This is an optimization exercise on Yosys and OpenROAD, whose aim is small area and a short achievable clock period, not a production implementation.
Where RTL was checked, it was by simulation tests only, not by an equivalence proof against the original.
Power and IR drop assume default switching activity.

Design fp_add, start of the top module:
module fp_add (
  input  logic        clk,
  input  logic        rst,
  input  logic        in_vld,
  input  logic [31:0] a,
  input  logic [31:0] b,
  output logic        sum_vld,
  output logic [31:0] sum
);
Size in the first run: roughly 230 flip-flops, about 11000 µm² of cells after synthesis.
==> module fp_add, before the edit <==
module fp_add (
  input  logic        clk,
  input  logic        rst,
  input  logic        in_vld,
  input  logic [31:0] a,
  input  logic [31:0] b,
  output logic        sum_vld,
  output logic [31:0] sum
);
  localparam bit CUT1 = 1;   
  localparam bit CUT2 = 1;   
  localparam bit CUT3 = 1;   
  localparam bit CUT4 = 1;   
  localparam bit CUT5 = 1;   
  function automatic logic lt32(input logic [31:0] xa, input logic [31:0] ya);
    logic [31:0] g, e;
    integer w, i;
    g = ~xa & ya;
    e = ~(xa ^ ya);
    for (w = 1; w < 32; w = w * 2)
      for (i = 0; i + w < 32; i = i + 2 * w) begin
        g[i] = g[i + w] | (e[i + w] & g[i]);
        e[i] = e[i + w] & e[i];
      end
    lt32 = g[0];
  endfunction
  function automatic logic [7:0] sub8(input logic [7:0] xa, input logic [7:0] ya);
    logic [8:0] g, p;
    logic [7:0] h;
    integer w, i;
    h = xa ^ ~ya;
    g = {xa & ~ya, 1'b1};
    p = {h, 1'b0};
    for (w = 1; w < 9; w = w * 2)
      for (i = 8; i >= 0; i--)
        if ((i / w) % 2 == 1) begin
          g[i] = g[i] | (p[i] & g[(i / w) * w - 1]);
          p[i] = p[i] & p[(i / w) * w - 1];
        end
    sub8 = h ^ g[7:0];
  endfunction
  function automatic logic [24:0] psum25(input logic [24:0] gi, input logic [24:0] pi,
                                         input logic ci);
    logic [25:0] g, p;
    integer w, i;
    g = {gi, ci};
    p = {pi, 1'b0};
    for (w = 1; w < 26; w = w * 2)
      for (i = 25; i >= 0; i--)
        if ((i / w) % 2 == 1) begin
          g[i] = g[i] | (p[i] & g[(i / w) * w - 1]);
          p[i] = p[i] & p[(i / w) * w - 1];
        end
    psum25 = pi ^ g[24:0];
  endfunction
  logic        swap, sub, ls;
  logic [31:0] x, y;
  logic [8:0]  dab, dba;
  logic [7:0]  dd;
  assign dab  = {1'b0, a[30:23]} - {1'b0, b[30:23]};
  assign dba  = {1'b0, b[30:23]} - {1'b0, a[30:23]};
  assign swap = lt32({24'd0, a[30:23]}, {24'd0, b[30:23]});
  assign x    = swap ? b : a;
  assign y    = swap ? a : b;
  assign dd   = dab[8] ? dba[7:0] : dab[7:0];
  assign sub  = a[31] ^ b[31];
  assign ls   = sub & (a[30:23] == b[30:23]) & lt32({9'd0, a[22:0]}, {9'd0, b[22:0]});
  logic        v1, s1, sub1, ls1, far1;
  logic [7:0]  e1;
  logic [22:0] mx1, my1;
  logic [4:0]  d1;
  if (CUT1) begin : g_cut1
    always_ff @(posedge clk) begin
      if (rst) v1 <= 1'b0;
      else     v1 <= in_vld;
      s1   <= ls ? b[31] : x[31];
      e1   <= x[30:23];
      mx1  <= x[22:0];
      my1  <= y[22:0];
      d1   <= dd[4:0];
      far1 <= dd[7:5] != 3'd0;
      sub1 <= sub;
      ls1  <= ls;
    end
  end else begin : g_nocut1
    assign v1   = in_vld;
    assign s1   = ls ? b[31] : x[31];
    assign e1   = x[30:23];
    assign mx1  = x[22:0];
    assign my1  = y[22:0];
    assign d1   = dd[4:0];
    assign far1 = dd[7:5] != 3'd0;
    assign sub1 = sub;
    assign ls1  = ls;
  end
  logic [23:0] ys;
  logic [24:0] xo, yo, gg, pp;
  assign ys = far1 ? 24'd0 : ({1'b1, my1} >> d1);
  assign xo = {2'b01, mx1} ^ {25{ls1}};
  assign yo = {1'b0, ys} ^ {25{sub1 & ~ls1}};
  assign gg = xo & yo;
  assign pp = xo ^ yo;
  logic        v2, s2, c2;
  logic [7:0]  e2;
  logic [24:0] g2, p2;
  if (CUT2) begin : g_cut2
    always_ff @(posedge clk) begin
      if (rst) v2 <= 1'b0;
      else     v2 <= v1;
      s2 <= s1;
      e2 <= e1;
      g2 <= gg;
      p2 <= pp;
      c2 <= sub1;
    end
  end else begin : g_nocut2
    assign v2 = v1;
    assign s2 = s1;
    assign e2 = e1;
    assign g2 = gg;
    assign p2 = pp;
    assign c2 = sub1;
  end
  logic [24:0] u;
  assign u = psum25(g2, p2, c2);
  logic        v3, s3;
  logic [7:0]  e3;
  logic [24:0] u3;
  if (CUT3) begin : g_cut3
    always_ff @(posedge clk) begin
      if (rst) v3 <= 1'b0;
      else     v3 <= v2;
      s3 <= s2;
      e3 <= e2;
      u3 <= u;
    end
  end else begin : g_nocut3
    assign v3 = v2;
    assign s3 = s2;
    assign e3 = e2;
    assign u3 = u;
  end
  logic [24:0] n1, n2, n3;
  logic [2:0]  lzh;
  assign lzh[2] = u3[24:9] == 16'd0;
  assign n1     = lzh[2] ? {u3[8:0], 16'd0} : u3;
  assign lzh[1] = n1[24:17] == 8'd0;
  assign n2     = lzh[1] ? {n1[16:0], 8'd0} : n1;
  assign lzh[0] = n2[24:21] == 4'd0;
  assign n3     = lzh[0] ? {n2[20:0], 4'd0} : n2;
  logic        v4, s4;
  logic [7:0]  e4;
  logic [2:0]  lzh4;
  logic [24:0] n34;
  if (CUT4) begin : g_cut4
    always_ff @(posedge clk) begin
      if (rst) v4 <= 1'b0;
      else     v4 <= v3;
      s4  <= s3;
      e4   <= e3 + 8'd1;
      lzh4 <= lzh;
      n34  <= n3;
    end
  end else begin : g_nocut4
    assign v4  = v3;
    assign s4  = s3;
    assign e4   = e3 + 8'd1;
    assign lzh4 = lzh;
    assign n34  = n3;
  end
  logic [24:0] n4, n5;
  logic [1:0]  lzl;
  assign lzl[1] = n34[24:23] == 2'd0;
  assign n4     = lzl[1] ? {n34[22:0], 2'd0} : n34;
  assign lzl[0] = !n4[24];
  assign n5     = lzl[0] ? {n4[23:0], 1'b0} : n4;
  logic        nz;
  logic [31:0] res;
  assign nz  = n5[24];
  assign res = {s4 & nz, sub8(e4, {3'd0, lzh4, lzl}) & {8{nz}}, n5[23:1]};
  if (CUT5) begin : g_cut5
    always_ff @(posedge clk) begin
      if (rst) sum_vld <= 1'b0;
      else     sum_vld <= v4;
      sum <= res;
    end
  end else begin : g_nocut5
    assign sum_vld = v4;
    assign sum     = res;
  end
endmodule
export LEC_CHECK = 0
export CAP_MARGIN = 20
export CORE_MARGIN = 2
export CORE_UTILIZATION = 40
export CTS_CLUSTER_DIAMETER = 80
export CTS_CLUSTER_SIZE = 30
export PLACE_DENSITY = 0.6
export SETUP_SLACK_MARGIN = 1.15
export SLEW_MARGIN = 20
create_clock -name core_clock -period 3.5 [get_ports {clk}]
standard.sh (not shown) runs the stock make flow with config.mk's settings and CLKGATE_MAP_FILE= SYNTH_SCRIPT=/design/flow/synth_recipe.tcl, a recipe that flattens the netlist after the stock synthesis.
==> flow/flow/run.sh <==
#!/bin/bash
# The standard layout, with the ports buffered by the smallest plain buffer
# (buf_1) instead of the delay buffer ORFS picks by default.
set -euo pipefail
bash standard.sh BUFFER_PORTS_ARGS="-buffer_cell sky130_fd_sc_hd__buf_1" finish > standard.log 2>&1
Then changed:
--- a/flow/design.v
+++ b/flow/design.v
@@ -25,19 +25,4 @@
     lt32 = g[0];
   endfunction
-  function automatic logic [7:0] sub8(input logic [7:0] xa, input logic [7:0] ya);
-    logic [8:0] g, p;
-    logic [7:0] h;
-    integer w, i;
-    h = xa ^ ~ya;
-    g = {xa & ~ya, 1'b1};
-    p = {h, 1'b0};
-    for (w = 1; w < 9; w = w * 2)
-      for (i = 8; i >= 0; i--)
-        if ((i / w) % 2 == 1) begin
-          g[i] = g[i] | (p[i] & g[(i / w) * w - 1]);
-          p[i] = p[i] & p[(i / w) * w - 1];
-        end
-    sub8 = h ^ g[7:0];
-  endfunction
   function automatic logic [24:0] psum25(input logic [24:0] gi, input logic [24:0] pi,
                                          input logic ci);
@@ -54,5 +39,5 @@
     psum25 = pi ^ g[24:0];
   endfunction
-  logic        swap, sub, ls;
+  logic        swap, sub, eqe;
   logic [31:0] x, y;
   logic [8:0]  dab, dba;
@@ -60,11 +45,11 @@
   assign dab  = {1'b0, a[30:23]} - {1'b0, b[30:23]};
   assign dba  = {1'b0, b[30:23]} - {1'b0, a[30:23]};
-  assign swap = lt32({24'd0, a[30:23]}, {24'd0, b[30:23]});
+  assign swap = dab[8];
   assign x    = swap ? b : a;
   assign y    = swap ? a : b;
-  assign dd   = dab[8] ? dba[7:0] : dab[7:0];
+  assign dd   = swap ? dba[7:0] : dab[7:0];
   assign sub  = a[31] ^ b[31];
-  assign ls   = sub & (a[30:23] == b[30:23]) & lt32({9'd0, a[22:0]}, {9'd0, b[22:0]});
-  logic        v1, s1, sub1, ls1, far1;
+  assign eqe  = dab == 9'd0;
+  logic        v1, s1, sub1, eqe1, far1;
   logic [7:0]  e1;
   logic [22:0] mx1, my1;
@@ -74,5 +59,5 @@
       if (rst) v1 <= 1'b0;
       else     v1 <= in_vld;
-      s1   <= ls ? b[31] : x[31];
+      s1   <= x[31];
       e1   <= x[30:23];
       mx1  <= x[22:0];
@@ -81,9 +66,9 @@
       far1 <= dd[7:5] != 3'd0;
       sub1 <= sub;
-      ls1  <= ls;
+      eqe1 <= eqe;
     end
   end else begin : g_nocut1
     assign v1   = in_vld;
-    assign s1   = ls ? b[31] : x[31];
+    assign s1   = x[31];
     assign e1   = x[30:23];
     assign mx1  = x[22:0];
@@ -92,11 +77,13 @@
     assign far1 = dd[7:5] != 3'd0;
     assign sub1 = sub;
-    assign ls1  = ls;
+    assign eqe1 = eqe;
   end
+  logic        ls;
   logic [23:0] ys;
   logic [24:0] xo, yo, gg, pp;
+  assign ls = sub1 & eqe1 & lt32({9'd0, mx1}, {9'd0, my1});
   assign ys = far1 ? 24'd0 : ({1'b1, my1} >> d1);
-  assign xo = {2'b01, mx1} ^ {25{ls1}};
-  assign yo = {1'b0, ys} ^ {25{sub1 & ~ls1}};
+  assign xo = {2'b01, mx1} ^ {25{ls}};
+  assign yo = {1'b0, ys} ^ {25{sub1 & ~ls}};
   assign gg = xo & yo;
   assign pp = xo ^ yo;
@@ -108,5 +95,5 @@
       if (rst) v2 <= 1'b0;
       else     v2 <= v1;
-      s2 <= s1;
+      s2 <= s1 ^ ls;
       e2 <= e1;
       g2 <= gg;
@@ -116,5 +103,5 @@
   end else begin : g_nocut2
     assign v2 = v1;
-    assign s2 = s1;
+    assign s2 = s1 ^ ls;
     assign e2 = e1;
     assign g2 = gg;
@@ -178,5 +165,5 @@
   logic [31:0] res;
   assign nz  = n5[24];
-  assign res = {s4 & nz, sub8(e4, {3'd0, lzh4, lzl}) & {8{nz}}, n5[23:1]};
+  assign res = {s4 & nz, (e4 - {3'd0, lzh4, lzl}) & {8{nz}}, n5[23:1]};
   if (CUT5) begin : g_cut5
     always_ff @(posedge clk) begin
The new run completed without violations.
Critical path depth is higher by 1.
Setup slack degrades by 0.050 ns.
Power came out higher by 0.43%.
Wire length increases by 3.4%.
Die area rises by 0.63%.
Worst hold slack improves by 0.011 ns.
Register-to-register slack gets worse by 0.09 ns.
Final cell count goes down by 0.86%.
Synthesized area goes up by 0.64%.
Fmax came out lower by 2.1%.
Via count fell by 0.65%.
For the second run of this note, only the layout was checked, not whether the RTL still works.

-- port drivers added, routing unchanged --
How much do the figures lean on ideal ports? The routed layouts below were timed once more, with nothing changed but the port constraints. Step 1 sets driving cells, clkbuf_16 on the clock port and buf_2 on the other inputs (assumed; they add their load-dependent delay and slew). Step 2 times the ports against the registers' clock, not the clock port: input delays grow and output delays shrink by t, the midpoint of the rising clock arrivals with the driver on. Slacks: ideal / step 1 / step 2; pairs: ideal / step 1.
| run | t (ns) | setup WS [ns] | slew at the worst register clock pin (ns) |
|---|---|---|---|
| the first run | 0.532 | 1.115 / 1.143 / 0.611 | 0.11 / 0.11 |
| the second run | 0.534 | 1.065 / 1.065 / 0.579 | 0.10 / 0.10 |
After both steps every run listed still meets setup and hold. The setup slack of the first run, which loses most, moves by +0.028 ns with the drivers and by -0.504 ns with both steps.
